Source: an optimization exercise on an open RTL-to-GDS flow (aim: small area, a short achievable clock period and few clock cycles). Production flows keep margins and buffers that such runs may drop.
No run shown here included a check of the RTL's function; only the layout flow was run.
Power is estimated from default activity; no workload was simulated.

==> flow/design.v <==
`default_nettype none
module GenTrianglePoints(
   i_clk, i_rst, i_start, i_v1, i_v2, i_v3,
   o_write, o_done, o_point
);
   parameter SCREEN_WIDTH = 640;
   parameter SCREEN_HEIGHT = 480;
   input         i_clk, i_rst, i_start;
   input [63:0]  i_v1, i_v2, i_v3;  
   output reg    o_write;
   output        o_done;
   output [31:0] o_point;           
   reg st_idle, st_dx, st_dy, st_box, st_mul, st_row, st_walk, st_sweep, st_down;
   reg [10:0] px, py;     
   reg        dir;        
   reg        rsf;        
   reg        hb;         
   reg [3:0]  pos;        
   reg        cxa0, cxa1, cxa2;   
   reg        cya0, cya1, cya2;   
   reg        cxr0, cxr1, cxr2;   
   reg        cyr0, cyr1, cyr2;   
   reg        cn0, cn1, cn2;      
   reg        cdbl, cpass;        
   reg        cdx, cdy;           
   reg [32:0] w0, w1, w2;
   function [32:0] ilv;
      input [14:0] fy, fx;
      integer i;
      begin
         ilv[32:30] = 3'b000;
         for (i = 0; i < 15; i = i + 1) begin
            ilv[2*i+1] = fy[i];
            ilv[2*i]   = fx[i];
         end
      end
   endfunction
   function [14:0] dly;    
      input [32:0] fw;
      integer i;
      for (i = 0; i < 15; i = i + 1) dly[i] = fw[2*i+3];
   endfunction
   function [14:0] dlx;    
      input [32:0] fw;
      integer i;
      for (i = 0; i < 15; i = i + 1) dlx[i] = fw[2*i+2];
   endfunction
   wire signed [14:0] vx0 = dlx(w0), vx1 = dlx(w1), vx2 = dlx(w2);
   wire signed [14:0] vy0 = dly(w0), vy1 = dly(w1), vy2 = dly(w2);
   reg [10:0] x, y, xlo, yhi;
   reg        xone;       
   reg        yhm;        
   reg signed [15:0] mx0, mx1, mx2, my0, my1, my2;    
   reg signed [30:0] e0, e1, e2;
   wire signed [14:0] minxf = (~mx0[15] & mx2[15]) ? vx0 : ((mx0[15] & ~mx1[15]) ? vx1 : vx2);
   wire signed [14:0] minyf = (~my0[15] & my2[15]) ? vy0 : ((my0[15] & ~my1[15]) ? vy1 : vy2);
   wire signed [14:0] maxyf = (my0[15] & ~my2[15]) ? vy0 : ((~my0[15] & my1[15]) ? vy1 : vy2);
   wire signed [14:0] fminx = minxf >>> 4;
   wire signed [14:0] fminy = minyf >>> 4;
   wire signed [14:0] fmaxy = maxyf >>> 4;
   wire signed [11:0] cminx = fminx[11:0] + {11'd0, |minxf[3:0]};
   wire signed [11:0] cminy = fminy[11:0] + {11'd0, |minyf[3:0]};
   wire signed [11:0] cmaxy = fmaxy[11:0] + {11'd0, |maxyf[3:0]};
   wire signed [11:0] bx0 = cminx[11] ? 12'sd0 : cminx;
   wire signed [11:0] by0 = cminy[11] ? 12'sd0 : cminy;
   wire signed [11:0] ymx = {yhm, yhi};
   wire signed [11:0] mxy = (ymx > SCREEN_HEIGHT) ? SCREEN_HEIGHT : ymx;
   wire signed [11:0] y0s = {1'b0, y};
   wire signed [11:0] by1 = (mxy > y0s) ? mxy - 12'sd1 : y0s;
   function [19:0] opnd;
      input [15:0] fx, fy;
      input        xa, ya, xr, yr;
      opnd = ({fx, 4'd0} & {20{xa}}) | ({fy, 4'd0} & {20{ya}}) |
             ({{4{fx[15]}}, fx} & {20{xr}}) | ({{4{fy[15]}}, fy} & {20{yr}});
   endfunction
   wire [19:0] mb0 = opnd(mx0, my0, cxa0, cya0, cxr0, cyr0) ^ {20{cn0}};
   wire [19:0] mb1 = opnd(mx1, my1, cxa1, cya1, cxr1, cyr1) ^ {20{cn1}};
   wire [19:0] mb2 = opnd(mx2, my2, cxa2, cya2, cxr2, cyr2) ^ {20{cn2}};
   wire [30:0] a0 = ({e0[29:0], 1'b0} & {31{cdbl}}) | (e0 & {31{cpass}}) |
                    ({{15{mx1[15]}}, mx1} & {31{cdx}}) | ({{15{my1[15]}}, my1} & {31{cdy}});
   wire [30:0] a1 = ({e1[29:0], 1'b0} & {31{cdbl}}) | (e1 & {31{cpass}}) |
                    ({{15{mx2[15]}}, mx2} & {31{cdx}}) | ({{15{my2[15]}}, my2} & {31{cdy}});
   wire [30:0] a2 = ({e2[29:0], 1'b0} & {31{cdbl}}) | (e2 & {31{cpass}}) |
                    ({{15{mx0[15]}}, mx0} & {31{cdx}}) | ({{15{my0[15]}}, my0} & {31{cdy}});
   wire c0 = cn0;
   wire c1 = cn1;
   wire c2 = cn2;
   wire [30:0] b0w = {{11{mb0[19]}}, mb0};
   wire [30:0] b1w = {{11{mb1[19]}}, mb1};
   wire [30:0] b2w = {{11{mb2[19]}}, mb2};
   wire [31:0] t0 = {a0, c0} + {b0w, c0};
   wire [31:0] t1 = {a1, c1} + {b1w, c1};
   wire [31:0] t2 = {a2, c2} + {b2w, c2};
   wire signed [30:0] s0 = t0[31:1];
   wire signed [30:0] s1 = t1[31:1];
   wire signed [30:0] s2 = t2[31:1];
   wire [30:0] p0w = a0 ^ b0w;
   wire [30:0] p1w = a1 ^ b1w;
   wire [30:0] p2w = a2 ^ b2w;
   wire sg0 = p0w[30] ^ carry31({1'b1, a0[29:0]}, {1'b0, b0w[29:0]}, c0);
   wire sg1 = p1w[30] ^ carry31({1'b1, a1[29:0]}, {1'b0, b1w[29:0]}, c1);
   wire sg2 = p2w[30] ^ carry31({1'b1, a2[29:0]}, {1'b0, b2w[29:0]}, c2);
   wire dyp0 = ~my0[15] & (|my0);
   wire dyp1 = ~my1[15] & (|my1);
   wire dyp2 = ~my2[15] & (|my2);
   wire dyn0 = my0[15];
   wire dyn1 = my1[15];
   wire dyn2 = my2[15];
   function carry31;
      input [30:0] fa, fb;
      input        fc;
      reg [31:0] g, p;
      reg [15:0] g1, p1;
      reg [7:0]  g2, p2;
      reg [3:0]  g3, p3;
      reg [1:0]  g4, p4;
      integer i;
      begin
         g = {fa & fb, fc};
         p = {fa ^ fb, 1'b0};
         for (i = 0; i < 16; i = i + 1) begin
            g1[i] = g[2*i+1] | (p[2*i+1] & g[2*i]);
            p1[i] = p[2*i+1] & p[2*i];
         end
         for (i = 0; i < 8; i = i + 1) begin
            g2[i] = g1[2*i+1] | (p1[2*i+1] & g1[2*i]);
            p2[i] = p1[2*i+1] & p1[2*i];
         end
         for (i = 0; i < 4; i = i + 1) begin
            g3[i] = g2[2*i+1] | (p2[2*i+1] & g2[2*i]);
            p3[i] = p2[2*i+1] & p2[2*i];
         end
         for (i = 0; i < 2; i = i + 1) begin
            g4[i] = g3[2*i+1] | (p3[2*i+1] & g3[2*i]);
            p4[i] = p3[2*i+1] & p3[2*i];
         end
         carry31 = g4[1] | (p4[1] & g4[0]);
      end
   endfunction
   function out_test;
      input        sg0, sg1, sg2;   
      input        towards;    
      input        p0, p1, p2, q0, q1, q2;  
      reg le0, le1, le2, ge0, ge1, ge2, nd0, nd1, nd2, ni0, ni1, ni2;
      begin
         le0 = sg0;  ge0 = ~sg0;
         le1 = sg1;  ge1 = ~sg1;
         le2 = sg2;  ge2 = ~sg2;
         nd0 = towards ? ~q0 : ~p0;  ni0 = towards ? ~p0 : ~q0;
         nd1 = towards ? ~q1 : ~p1;  ni1 = towards ? ~p1 : ~q1;
         nd2 = towards ? ~q2 : ~p2;  ni2 = towards ? ~p2 : ~q2;
         out_test = ((le0 & nd0) | (le1 & nd1) | (le2 & nd2)) &
                    ((ge0 & ni0) | (ge1 & ni1) | (ge2 & ni2));
      end
   endfunction
   wire is_in = (~e0[30] & (|e0) & ~e1[30] & (|e1) & ~e2[30] & (|e2)) |
                (e0[30] & e1[30] & e2[30]);
   wire bo_sum  = out_test(sg0, sg1, sg2, ~dir,
                           dyp0, dyp1, dyp2, dyn0, dyn1, dyn2);
   wire ao_sum  = out_test(sg0, sg1, sg2, dir,
                           dyp0, dyp1, dyp2, dyn0, dyn1, dyn2);
   wire [10:0] xhi = xone ? xlo : SCREEN_WIDTH - 1;
   wire [10:0] xb = dir ? xlo : xhi;           
   wire [10:0] xa = dir ? xhi : xlo;           
   wire at_b = (x == xb);
   wire at_a = (x == xa);
   wire last_row = (y == yhi);
   wire fwd_ok    = ~at_a & ~ao_sum;
   wire walk_stop = at_b | bo_sum;
   wire emit = is_in & (st_sweep | (st_row & rsf));
   assign o_done  = st_idle;
   assign o_point = {5'd0, py, 5'd0, px};
   wire cap = ~(st_dx | st_dy | st_box | st_mul | st_row | st_walk | st_sweep | st_down);
   wire mul_end  = st_mul & hb & (pos == 4'd0);
   wire row_fwd  = st_row & rsf & ~at_a;
   wire row_back = st_row & ~rsf;
   wire walk_mv  = st_walk & ~at_b;
   wire sw_fwd   = st_sweep & ~at_a;
   wire down_mv  = st_down;
   wire row_end  = (st_row & rsf & ~fwd_ok) | (st_sweep & ~fwd_ok);
   wire n_dx    = cap & i_start;
   wire n_dxc   = cap;                    
   wire n_dy    = st_dx;
   wire n_box   = st_dy;
   wire n_mul   = st_box | (st_mul & ~mul_end);
   wire n_row   = mul_end | down_mv;
   wire n_walk  = (st_row & ~rsf & ~bo_sum) | (st_walk & ~walk_stop);
   wire n_sweep = (st_row & rsf & fwd_ok) | (st_row & ~rsf & bo_sum) | (st_walk & walk_stop) |
                  (st_sweep & fwd_ok);
   wire n_down  = (row_end & ~last_row);
   wire n_idle  = (cap & ~i_start) | (row_end & last_row);
   wire n_dir = st_mul | (st_down ? ~dir : dir);
   wire n_rsf = st_mul | (st_down ? (at_a | ao_sum) : rsf);
   wire n_back = n_walk | (n_row & ~n_rsf);
   wire n_hb  = st_mul & ~hb;
   wire [3:0] n_pos = st_box ? 4'd14 : (hb ? pos - 4'd1 : pos);
   wire n_top = (n_pos == 4'd14);
   wire n_hi  = (n_pos >= 4'd4);
   wire nabit = (st_box ? by0[10] : (hb ? y[10] : x[10])) & n_hi;
   wire nb0 = w0[31];
   wire nb1 = w1[31];
   wire nb2 = w2[31];
   wire ndp0 = n_top ? (nabit | nb0) : (nabit & ~nb0);
   wire ndp1 = n_top ? (nabit | nb1) : (nabit & ~nb1);
   wire ndp2 = n_top ? (nabit | nb2) : (nabit & ~nb2);
   wire ndn0 = ~n_top & ~nabit & nb0;
   wire ndn1 = ~n_top & ~nabit & nb1;
   wire ndn2 = ~n_top & ~nabit & nb2;
   wire [10:0] x_inc = x + 11'd1;
   wire [10:0] x_dec = x - 11'd1;
   wire x_fwd_mv  = row_fwd | sw_fwd;
   wire x_back_mv = row_back | walk_mv;
   wire [10:0] x_nx = st_box ? bx0[10:0] :
                      (x_fwd_mv | x_back_mv) ? ((x_fwd_mv ^ dir) ? x_dec : x_inc) : x;
   wire [10:0] xa_n = n_dir ? xhi : xlo;
   wire [10:0] xb_n = n_dir ? xlo : xhi;
   wire hz_n = ((n_sweep | (n_row & n_rsf)) & (x_nx == xa_n)) | (n_walk & (x_nx == xb_n));
   always @(posedge i_clk) begin
      e0 <= s0;  e1 <= s1;  e2 <= s2;
      if (cap | st_dx) begin
         mx0 <= cap ? {i_v1[14], i_v1[14:0]} : s0[15:0];
         mx1 <= cap ? {i_v2[14], i_v2[14:0]} : s1[15:0];
         mx2 <= cap ? {i_v3[14], i_v3[14:0]} : s2[15:0];
      end
      if (cap | st_dy) begin
         my0 <= cap ? {i_v1[46], i_v1[46:32]} : s0[15:0];
         my1 <= cap ? {i_v2[46], i_v2[46:32]} : s1[15:0];
         my2 <= cap ? {i_v3[46], i_v3[46:32]} : s2[15:0];
      end
      if (cap) begin
         w0 <= ilv(i_v1[46:32], i_v1[14:0]);
         w1 <= ilv(i_v2[46:32], i_v2[14:0]);
         w2 <= ilv(i_v3[46:32], i_v3[14:0]);
      end else begin
         w0 <= w0 << 1;  w1 <= w1 << 1;  w2 <= w2 << 1;
      end
      if (st_box) begin
         xlo <= bx0[10:0];  xone <= (bx0 > SCREEN_WIDTH - 1);  {yhm, yhi} <= cmaxy;
      end
      if (st_box)
        x <= bx0[10:0];
      else if (st_mul & hb & (pos >= 4'd4))
        x <= {x[9:0], x[10]};
      else if (x_fwd_mv | x_back_mv)
        x <= (x_fwd_mv ^ dir) ? x_dec : x_inc;
      if (st_mul & ~hb & (pos == 4'd14)) yhi <= by1[10:0];
      if (st_box)
        y <= by0[10:0];
      else if (st_mul & ~hb & (pos >= 4'd4))
        y <= {y[9:0], y[10]};
      else if (down_mv)
        y <= y + 11'd1;
      if (st_box | st_mul) begin
         pos <= n_pos;
         hb <= n_hb;
      end
      dir <= n_dir;
      rsf <= n_rsf;
      o_write <= emit & ~i_rst;
      px <= x;
      py <= y;
      cdx <= n_dxc;
      cdy <= n_dy;
      if (n_dxc | n_dy) begin
         {cxa0, cxa1, cxa2} <= 3'b000;
         {cya0, cya1, cya2} <= 3'b000;
         {cxr0, cxr1, cxr2} <= {3{n_dxc}};
         {cyr0, cyr1, cyr2} <= {3{n_dy}};
         {cn0, cn1, cn2} <= 3'b111;
         cdbl  <= 1'b0;
         cpass <= 1'b0;
      end else if (n_mul) begin
         {cxa0, cxa1, cxa2} <= 3'b000;
         {cya0, cya1, cya2} <= 3'b000;
         cxr0 <= ~n_hb & (ndp0 | ndn0);
         cxr1 <= ~n_hb & (ndp1 | ndn1);
         cxr2 <= ~n_hb & (ndp2 | ndn2);
         cyr0 <= n_hb & (ndp0 | ndn0);
         cyr1 <= n_hb & (ndp1 | ndn1);
         cyr2 <= n_hb & (ndp2 | ndn2);
         cn0 <= n_hb ? ndp0 : ndn0;
         cn1 <= n_hb ? ndp1 : ndn1;
         cn2 <= n_hb ? ndp2 : ndn2;
         cdbl  <= ~n_hb & ~n_top;
         cpass <= n_hb;
      end else begin
         {cxa0, cxa1, cxa2} <= {3{n_down}};
         {cya0, cya1, cya2} <= {3{~n_down & ~hz_n}};
         {cxr0, cxr1, cxr2} <= 3'b000;
         {cyr0, cyr1, cyr2} <= 3'b000;
         cn0 <= ~n_down & (n_back ^ n_dir);
         cn1 <= ~n_down & (n_back ^ n_dir);
         cn2 <= ~n_down & (n_back ^ n_dir);
         cdbl  <= 1'b0;
         cpass <= 1'b1;
      end
      st_dx    <= n_dx;
      st_dy    <= n_dy;
      st_box   <= n_box;
      st_mul   <= n_mul;
      st_row   <= n_row;
      st_walk  <= n_walk;
      st_sweep <= n_sweep;
      st_down  <= n_down;
      st_idle  <= n_idle;
      if (i_rst) begin
         st_idle <= 1'b1;  st_dx <= 1'b0;  st_dy <= 1'b0;  st_box <= 1'b0;  st_mul <= 1'b0;  st_row <= 1'b0;
         st_walk <= 1'b0;  st_sweep <= 1'b0;  st_down <= 1'b0;
      end
   end
endmodule
==> flow/flow/run.sh <==
#!/bin/bash
# The standard layout, with plain buffers (rather than delay buffers) on the ports.
set -euo pipefail
export BUFFER_PORTS_ARGS="-buffer_cell sky130_fd_sc_hd__buf_2"
bash standard.sh > standard.log 2>&1
==> flow/standard.sh <==
#!/bin/bash
# synth_recipe.tcl (not shown) runs the flow's synth.tcl, then flattens the netlist and writes it again
# the make line also repeats each setting of config.mk as NAME=value (left out here)
make -C /OpenROAD-flow-scripts/flow DESIGN_CONFIG=/design/flow/config.mk WORK_HOME=/design/flow/orfs CLKGATE_MAP_FILE= SYNTH_SCRIPT=/design/flow/synth_recipe.tcl "${@:-finish}"
==> flow/config.mk <==
export PLATFORM = sky130hd
export DESIGN_NAME = GenTrianglePoints
export DESIGN_NICKNAME = GenTrianglePoints
export VERILOG_FILES = /design/flow/design.v
export SDC_FILE = /design/flow/constraint.sdc
export NUM_CORES = 4
export LEC_CHECK = 0
export CAP_MARGIN = 30
export CORE_MARGIN = 2
export CORE_UTILIZATION = 30
export SLEW_MARGIN = 20
==> flow/constraint.sdc <==
create_clock -name core_clock -period 24.0 [get_ports {i_clk}]
set_input_delay 4.8000 -clock core_clock [delete_from_list [all_inputs] [get_ports {i_clk}]]
set_output_delay 4.8000 -clock core_clock [all_outputs]
set_load 0.01 [all_outputs]
==> results of run 1 <==
==> final cells by class <==
class	count	share of cell area, %
well taps	1080	4.81
flip-flops and latches	385	32.3
clock inverters	18	0.588
repair buffers	150	2.95
multi-input cells	2301	53.6
clock buffers	68	4.68
inverters	71	0.958
diodes	3	0.0267
==> logic make-up (layout without fill, tap and decap cells) <==
family	count (synthesis)	after routing	share of synthesized area, %
and+or+nand+nor	1061	1061	19.4
other	1	13	0.0149
DFF	385	385	36.1
adders and majority gates	121	121	6.05
muxes	86	86	3.58
buffers and inverters	253	307	4.23
xor gates and xnor gates	214	214	7.54
AOI/OAI and AO/OA	809	809	23.1
==> cell usage after synthesis, types with 8 or more instances <==
library cell / count / area, sq um
ha_1: 120 / 1500
o22ai_1: 19 / 119
a22oi_1: 100 / 751
a21oi_1: 139 / 696
nor3_1: 51 / 255
edfxtp_1: 136 / 4080
buf_4: 11 / 82.6
xnor2_1: 163 / 1430
nor4_1: 44 / 275
inv_1: 68 / 255
or4_1: 8 / 60.1
nor2_1: 188 / 706
a221oi_1: 53 / 464
a21o_1: 78 / 586
a211o_1: 11 / 96.3
o21bai_1: 16 / 120
nand4_1: 35 / 219
o21a_1: 33 / 248
and2_1: 40 / 250
buf_1: 28 / 105
nand3_1: 40 / 200
a221o_1: 48 / 480
buf_2: 20 / 100
mux2_2: 12 / 135
nand2b_1: 30 / 188
clkbuf_1: 119 / 447
o21ai_0: 119 / 596
o21ai_1: 8 / 40.0
nor2b_1: 37 / 231
a211oi_1: 24 / 180
dfxtp_1: 249 / 4980
nand2_1: 506 / 1900
a22o_1: 44 / 385
xor2_1: 49 / 429
and3_1: 26 / 163
mux2i_1: 69 / 691
or3_1: 20 / 125
o211ai_1: 16 / 120
a31oi_1: 18 / 113
==> power by group <==
part	total (mW)	switching, mW	internal (mW)
sequential	1.27	0.274	0.992
combinational	3.02	1.79	1.24
clock	0.695	0.293	0.402
total	4.98	2.35	2.63
==> worst min-delay path, stage by stage, from the launching register on <==
cell     delay, ps
dfxtp_1        300
nand2_1         40
nand2_1         50
==> sequential cells by signal, summed over array words and instances, names as in the netlist, 16 cells and up <==
name / flops
my2: 16
e1: 31
my0: 16
mx1: 16
my1: 16
e0: 31
mx2: 16
mx0: 16
e2: 31
==> placed cells by master (no fill, tap or decap), drive strengths merged, types with 68 or more instances in the layout <==
master,n
inv,72
xnor2,163
dfxtp,249
a21oi,141
o21ai,128
ha,120
edfxtp,136
mux2i,73
nor2,188
nand2,509
a22oi,100
clkbuf,68
a21o,78
buf,150
==> how the worst min path moves through the flow <==
stage / to / slack [ps] / cells after the start
6_report: vx2[0] / 430 / 2
5_1_grt: vx2[0] / 430 / 2
4_1_cts: vx2[0] / 420 / 2
3_5_place_dp: vx2[0] / 410 / 2
3_3_place_gp: vx1[0] / 410 / 2
2_1_floorplan: px[0] / 330 / 0
==> layer usage <==
layer,global-route usage [%],part of all wire (%),up-vias
li1,-,-,10800
met1,27.1,45,10900
met2,30.4,44,792
met3,3.69,8.2,158
met4,5.81,3.0,16
met5,0,0.12,-
==> stage by stage <==
step | hold slack [ps] | total power [mW] | utilization (%) | worst slack, ps
finish | 425 | 4.98 | 33.7 | 17480
floorplan | 326 | 3.46 | - | 18680
CTS | 424 | 4.95 | 33.7 | 17490
global placement | 411 | 4.21 | 31.9 | 17570
global route | 434 | 5.36 | 33.7 | 17000
detailed placement | 409 | 4.24 | 31.9 | 17520
==> impl_metrics.toml, run 1 <==
[sta]
tns_ps = 0
period_minus_slack_ps = 6520
max_slew.worst_pin.slew_ps = 1030
finalHoldViolCount = 0
rsz0062_at_grt = "false"
period_share_pct = 27.2
slew_headroom_pct = 31.6
finalSetupViolCount = 0
maxSlewViolCount = 0
fin_worst_skew_ps = 27.8
fmax_ghz = 0.153

[setup_path]
worst-r2r-cell-count = 19
slowest_stage = "nor2b_1"
crit_type = "register to register"
crit_required_ps = 24520
critical_path.endpoint_type = "register"
r2r_slack_ps = 17480
crit_path_end = "cya0"
path_buf_inv = 0
r2r_end = "cya0"
r2r-start = "dir"
start_kind = "register"
critPathMaxFanout = 14
crit_path_max_incr_delay_ps = 660
crit_arrival_ps = 7040
worst-path-stages = 19
crit_family = "compound AO/OA/AOI/OAI gates"
cp_common_cell = "nor2b_1"
crit_chain = "nor2b_1 -> o21ai_0 -> o21a_1 -> or3_4 -> o211ai_2 -> nand3_2 -> ha_1 -> nor2b_1 -> o21ai_1 -> a21oi_1 -> a211o_1 -> a41oi_1 -> a311o_1 -> o2111ai_1 -> a311oi_2 -> mux2_2 -> or4_1 -> a41o_1 -> a31oi_1"
critPathLaunch = "dir"

[route]
detail-route-antenna-nets = 0
dr.first_iter.drc_count = 2078
num_vias = 22700
via_per_inst = 5.56
wirelength_microns = 86000
drtPass1Iterations = 6
wl_per_cell_microns = 21.1
drt_drc_violations_left = 0

[clocking]
cts_hold_buf = 0
cts.repair.resized = 0
cts_sinks = 385
post_cts_buffers = 0
cts_tree = "built"
clk_latency_ps = 610
htree_levels = 2
cts_root_buf = "clkbuf_16"
clock_path_buffers = 3
cts_buffers = 46
clkSlewWorstSetupHoldPaths_ps = 60

[die]
die_h_microns = 294
die-area_sq_um = 86200
ios = 229
rows = 106
die_w_microns = 294
fp.coreArea_sq_um = 83300
start_util_pct = 30.2

[worst_hold_path]
hold_start = "w2[1]"
hold_path_class = "register to register"

[placement]
dp_hpwl_microns = 65200
routabilityCongestion = 0.889
numPortBuffers = 116
placed_area_sq_um = 26600
place_inst = 3986

[grt]
grt_antenna_before_repair = 16
grt_max_degree = 75
grt_usage_pct = 19.4
grt_pass1_wl_microns = 130000
grt.overflow.total = 0
grt_pass1_vias = 20900

[layout]
final_cells = 4076
syn_to_final_growth_pct = 11.6
multiInputGateArea_sq_um = 15100
drive_gt1_share_pct = 9.32
seqCellArea_sq_um = 9080
fillCellCount = 8643
design_area_sq_um = 28100
num-nets-final = 3271

[logic_synthesis]
yosysWarnings = 1
ys_seq_area_share_pct = 36.1
synth-async-reset-ratio_pct = 0
netlist_instances = 2930
synth_seq_cells = 385
synthFlopType = "dfxtp_1"
syn_area_sq_um = 25100
synth_edf_count = 136
ys_types = 105
syn_avg_cell_area_sq_um = 8.58

[pwr]
p_leak_nw = 11.6
cellPowerDensity_nw_per_um2 = 177
vdd.ir_drop.worst_uv = 63.3

[job]
max_cap_violations = 0

[outcome]
outcome = "timing/DRC/antenna clean"
==> inputs of run 2 (changes only) <==
--- a/flow/design.v
+++ b/flow/design.v
@@ -17,8 +17,7 @@
    reg        hb;         
    reg [3:0]  pos;        
-   reg        cxa0, cxa1, cxa2;   
-   reg        cya0, cya1, cya2;   
-   reg        cxr0, cxr1, cxr2;   
-   reg        cyr0, cyr1, cyr2;   
+   reg        trav;               
+   reg        cx0, cx1, cx2;      
+   reg        cy0, cy1, cy2;      
    reg        cn0, cn1, cn2;      
    reg        cdbl, cpass;        
@@ -68,13 +67,14 @@
    wire signed [11:0] y0s = {1'b0, y};
    wire signed [11:0] by1 = (mxy > y0s) ? mxy - 12'sd1 : y0s;
-   function [19:0] opnd;
-      input [15:0] fx, fy;
-      input        xa, ya, xr, yr;
-      opnd = ({fx, 4'd0} & {20{xa}}) | ({fy, 4'd0} & {20{ya}}) |
-             ({{4{fx[15]}}, fx} & {20{xr}}) | ({{4{fy[15]}}, fy} & {20{yr}});
+   function [19:0] algn;
+      input [15:0] f;
+      input        t;
+      algn = t ? {f, 4'd0} : {{4{f[15]}}, f};
    endfunction
-   wire [19:0] mb0 = opnd(mx0, my0, cxa0, cya0, cxr0, cyr0) ^ {20{cn0}};
-   wire [19:0] mb1 = opnd(mx1, my1, cxa1, cya1, cxr1, cyr1) ^ {20{cn1}};
-   wire [19:0] mb2 = opnd(mx2, my2, cxa2, cya2, cxr2, cyr2) ^ {20{cn2}};
+   wire [19:0] lx0 = algn(mx0, trav), lx1 = algn(mx1, trav), lx2 = algn(mx2, trav);
+   wire [19:0] ly0 = algn(my0, trav), ly1 = algn(my1, trav), ly2 = algn(my2, trav);
+   wire [19:0] mb0 = ((lx0 & {20{cx0}}) | (ly0 & {20{cy0}})) ^ {20{cn0}};
+   wire [19:0] mb1 = ((lx1 & {20{cx1}}) | (ly1 & {20{cy1}})) ^ {20{cn1}};
+   wire [19:0] mb2 = ((lx2 & {20{cx2}}) | (ly2 & {20{cy2}})) ^ {20{cn2}};
    wire [30:0] a0 = ({e0[29:0], 1'b0} & {31{cdbl}}) | (e0 & {31{cpass}}) |
                     ({{15{mx1[15]}}, mx1} & {31{cdx}}) | ({{15{my1[15]}}, my1} & {31{cdy}});
@@ -207,15 +207,14 @@
    wire ndn1 = ~n_top & ~nabit & nb1;
    wire ndn2 = ~n_top & ~nabit & nb2;
+   wire e_en  = st_mul | row_fwd | row_back | walk_mv | sw_fwd | down_mv;
    wire [10:0] x_inc = x + 11'd1;
    wire [10:0] x_dec = x - 11'd1;
    wire x_fwd_mv  = row_fwd | sw_fwd;
    wire x_back_mv = row_back | walk_mv;
-   wire [10:0] x_nx = st_box ? bx0[10:0] :
-                      (x_fwd_mv | x_back_mv) ? ((x_fwd_mv ^ dir) ? x_dec : x_inc) : x;
-   wire [10:0] xa_n = n_dir ? xhi : xlo;
-   wire [10:0] xb_n = n_dir ? xlo : xhi;
-   wire hz_n = ((n_sweep | (n_row & n_rsf)) & (x_nx == xa_n)) | (n_walk & (x_nx == xb_n));
+   wire x_up = dir ^ (st_walk | (st_row & ~rsf));
    always @(posedge i_clk) begin
-      e0 <= s0;  e1 <= s1;  e2 <= s2;
+      if (e_en) begin
+         e0 <= s0;  e1 <= s1;  e2 <= s2;
+      end
       if (cap | st_dx) begin
          mx0 <= cap ? {i_v1[14], i_v1[14:0]} : s0[15:0];
@@ -243,5 +242,5 @@
         x <= {x[9:0], x[10]};
       else if (x_fwd_mv | x_back_mv)
-        x <= (x_fwd_mv ^ dir) ? x_dec : x_inc;
+        x <= x_up ? x_inc : x_dec;
       if (st_mul & ~hb & (pos == 4'd14)) yhi <= by1[10:0];
       if (st_box)
@@ -262,21 +261,18 @@
       cdx <= n_dxc;
       cdy <= n_dy;
+      trav <= mul_end | (trav & ~cap & ~(row_end & last_row));
       if (n_dxc | n_dy) begin
-         {cxa0, cxa1, cxa2} <= 3'b000;
-         {cya0, cya1, cya2} <= 3'b000;
-         {cxr0, cxr1, cxr2} <= {3{n_dxc}};
-         {cyr0, cyr1, cyr2} <= {3{n_dy}};
+         {cx0, cx1, cx2} <= {3{n_dxc}};
+         {cy0, cy1, cy2} <= {3{n_dy}};
          {cn0, cn1, cn2} <= 3'b111;
          cdbl  <= 1'b0;
          cpass <= 1'b0;
       end else if (n_mul) begin
-         {cxa0, cxa1, cxa2} <= 3'b000;
-         {cya0, cya1, cya2} <= 3'b000;
-         cxr0 <= ~n_hb & (ndp0 | ndn0);
-         cxr1 <= ~n_hb & (ndp1 | ndn1);
-         cxr2 <= ~n_hb & (ndp2 | ndn2);
-         cyr0 <= n_hb & (ndp0 | ndn0);
-         cyr1 <= n_hb & (ndp1 | ndn1);
-         cyr2 <= n_hb & (ndp2 | ndn2);
+         cx0 <= ~n_hb & (ndp0 | ndn0);
+         cx1 <= ~n_hb & (ndp1 | ndn1);
+         cx2 <= ~n_hb & (ndp2 | ndn2);
+         cy0 <= n_hb & (ndp0 | ndn0);
+         cy1 <= n_hb & (ndp1 | ndn1);
+         cy2 <= n_hb & (ndp2 | ndn2);
          cn0 <= n_hb ? ndp0 : ndn0;
          cn1 <= n_hb ? ndp1 : ndn1;
@@ -285,8 +281,6 @@
          cpass <= n_hb;
       end else begin
-         {cxa0, cxa1, cxa2} <= {3{n_down}};
-         {cya0, cya1, cya2} <= {3{~n_down & ~hz_n}};
-         {cxr0, cxr1, cxr2} <= 3'b000;
-         {cyr0, cyr1, cyr2} <= 3'b000;
+         {cx0, cx1, cx2} <= {3{n_down}};
+         {cy0, cy1, cy2} <= {3{~n_down}};
          cn0 <= ~n_down & (n_back ^ n_dir);
          cn1 <= ~n_down & (n_back ^ n_dir);
==> run 2 against run 1 <==
Against the previous run: wire length is 6.2% lower; utilization increased by 0.34 points; worst hold slack improved by 2.6 ps; synthesized cell count fell by 7.1%; cell area is 1.1% lower; critical path type unchanged.
==> impl_metrics.toml, run 2 <==
[clocking]
cts_sinks = 384
htree_levels = 2
cts_root_buf = "clkbuf_16"
cts_tree = "built"
clock_path_buffers = 3
clkSlewWorstSetupHoldPaths_ps = 60
clk_latency_ps = 600
post_cts_buffers = 0
cts.repair.resized = 0
cts_buffers = 45
cts_hold_buf = 0

[route]
wl_per_cell_microns = 20.8
num_vias = 21000
detail-route-antenna-nets = 0
drt_drc_violations_left = 0
drtPass1Iterations = 8
via_per_inst = 5.41
wirelength_microns = 80600
dr.first_iter.drc_count = 2304

[logic_synthesis]
yosys.area.top_type = "edfxtp_1"
netlist_instances = 2722
synthFlopType = "edfxtp_1"
syn_area_sq_um = 24600
synth-compound-area-share_pct = 19.2
synth_fa_ha_area_share_pct = 6.18
synth-simple-area-share_pct = 17.8
netlist_top_cells_area = "edfxtp_1 29%, dfxtp_1 12%, nand2_1 8.1%, ha_1 6.1%, xnor2_1 4.9%"
ys_types = 77
synth_edf_count = 240
synth_seq_cells = 384
synthTopCellsByCount = "530 x nand2_1, 240 x edfxtp_1, 164 x nor2_1"
synth_xor_area_share_pct = 7.69
ys_seq_area_share_pct = 41.0
syn_avg_cell_area_sq_um = 9.04
synth_top_family_by_area = "compound AO/OA/AOI/OAI gates"
yosysTopAreaCellShare_pct = 29.3
synthMuxAreaShare_pct = 4.44
yosysMostFrequentCell = "nand2_1"
synth-async-reset-ratio_pct = 0
yosysWarnings = 1

[layout]
final_common_cell = "nand2_1"
layout_common_cells = "529 x nand2_1, 240 x edfxtp_1, 164 x nor2_1"
fillCellCount = 8350
num_antenna_cells = 0
num-nets-final = 3089
top_regs = "e0: 31 flops, e1: 31 flops, e2: 31 flops"
syn_to_final_growth_pct = 12.9
drive_gt1_share_pct = 10.5

[sta]
rsz0062_at_grt = "false"
fin_ws_ps = 17730
finalSetupViolCount = 0
period_minus_slack_ps = 6270
maxSlewViolCount = 0
fin_worst_skew_ps = 31.6
tns_ps = 0
fmax_ghz = 0.159
max_slew.worst_pin.slew_ps = 1020
period_share_pct = 26.1
whs_ps = 428
finalHoldViolCount = 0
slew_headroom_pct = 31.3

[job]
max_cap_violations = 0

[setup_path]
critical_path.endpoint_type = "register"
crit_type = "register to register"
critPathMaxFanout = 60
crit_required_ps = 24410
slowest_stage = "dfxtp_2"
crit_family = "compound AO/OA/AOI/OAI gates"
start_kind = "register"
crit_path_max_incr_delay_ps = 760
crit_chain = "buf_4 -> a221o_1 -> ha_1 -> and3_1 -> a221oi_1 -> nand3b_1 -> a31oi_1 -> a21bo_1 -> a2111oi_2 -> o21bai_2 -> a211oi_2 -> xnor2_1 -> mux2_4 -> or4_4 -> and4_4 -> nor3_1"
path_buf_inv = 1
crit_arrival_ps = 6680

[pwr]
cellPowerDensity_nw_per_um2 = 160
p_leak_nw = 11.3
vdd.ir_drop.worst_uv = 59.1

[grt]
grt_pass1_vias = 19400
grt_max_degree = 86
grt_pass1_wl_microns = 120000
grt_antenna_before_repair = 3
grt_usage_pct = 18.5
grt.overflow.total = 0

[outcome]
outcome = "timing/DRC/antenna clean"

[die]
die-area_sq_um = 84300
start_util_pct = 30.2
die_h_microns = 290
fp.coreArea_sq_um = 81600
rows = 105
ios = 229
die_w_microns = 290

[placement]
dp_hpwl_microns = 61300
post-place-ws_ps = 17650
routabilityCongestion = 0.951
numPortBuffers = 116

[worst_hold_path]
hold_path_class = "register to register"
-- run 2: changes by cell type in the layout (fill, tap and decap cells not counted), sizes merged, moves of 27 or more --
cell | before | now
a221oi | 55 | 16
a22o | 44 | 3
a22oi | 100 | 135
dfxtp | 249 | 144
edfxtp | 136 | 240
xor2 | 50 | 77
-- run 2: per-stage QoR --
step | instances | area (sq um) | power [mW] | utilization (%)
CTS | 3878 | 27700 | 4.43 | 34.0
global route | 3880 | 27800 | 4.76 | 34.0
global placement | 3790 | 26200 | 3.67 | 32.1
finish | 3880 | 27800 | 4.45 | 34.0
floorplan | 2731 | 24600 | 3.03 | -
detailed placement | 3794 | 26200 | 3.69 | 32.1
-- run 2: worst register-to-register path: cells and delay by family (launching register included) --
family	cells	cell delay, ps
adders and majority gates	1	310
AOI/OAI and AO/OA	7	1900
DFF	1	760
buffers and inverters	1	710
muxes	1	370
xor gates and xnor gates	1	290
and+or+nand+nor	5	1760
-- run 2: cell type report --
cell class	instances	area [sq um]	share of cell area [%]
tap	1070	1340	4.82
inverter	76	288	1.04
clock buffer	60	1290	4.63
timing repair buffer	146	842	3.03
clock inverter	24	248	0.892
sequential	384	10100	36.4
multi-input combinational	2120	13700	49.2
-- run 2: cells by family (layout without fill, tap and decap cells) --
| kind of cell | count (synthesis) | count (layout) |
|---|---|---|
| simple gates | 983 | 983 |
| compound gates | 686 | 686 |
| flops | 384 | 384 |
| buf+inv | 227 | 306 |
| xor+xnor | 216 | 216 |
| fa+ha+maj | 121 | 121 |
| mux | 104 | 104 |
| other cells | 1 | 10 |
-- run 2: layer usage --
| layer | vias to the layer above | track usage [%] | share of wire [%] | wire (microns) |
|---|---|---|---|---|
| li1 | 9990 | - | - | - |
| met1 | 10000 | 28.0 | 47 | 37900 |
| met2 | 876 | 26.1 | 41 | 32700 |
| met3 | 108 | 4.40 | 11 | 8510 |
| met4 | 4 | 4.23 | 1.9 | 1530 |
| met5 | - | 0 | 0.027 | 22 |
-- run 2: path summary, 6_finish.rpt --
path	from	end	slack (ps)	cells after the start
max	cdbl	cn2	17730	16
min	w0[0]	w0[1]	430	2
max reg2reg	cdbl	cn2	17730	16
min reg2reg	w0[0]	w0[1]	430	2
-- run 2: report_power, final --
part,internal [mW],leakage (nW),switching (mW)
registers,1.02,3.51,0.168
logic,1.04,7.02,1.51
clock network,0.415,0.754,0.299

[what the ideal ports hide]
No port has a modelled driver above. Below, the same layouts with a new extraction and two added sets of constraints. Step 1 assumes that a clkbuf_16 drives the clock port and a buf_2 every other input. Step 2 times the ports against the registers' clock, not the clock port: input delays grow and output delays shrink by t, the midpoint of the rising clock arrivals with the driver on. Three values: no drivers, after step 1, after step 2; two values: the first two.
run | shift t [ns] | setup WS [ns] | cell pins on the clock port's net
run 1 | 0.662 | 17.478 / 17.478 / 17.478 | 1
run 2 | 0.643 | 17.730 / 17.730 / 17.730 | 1
After both steps every run listed still meets setup and hold.
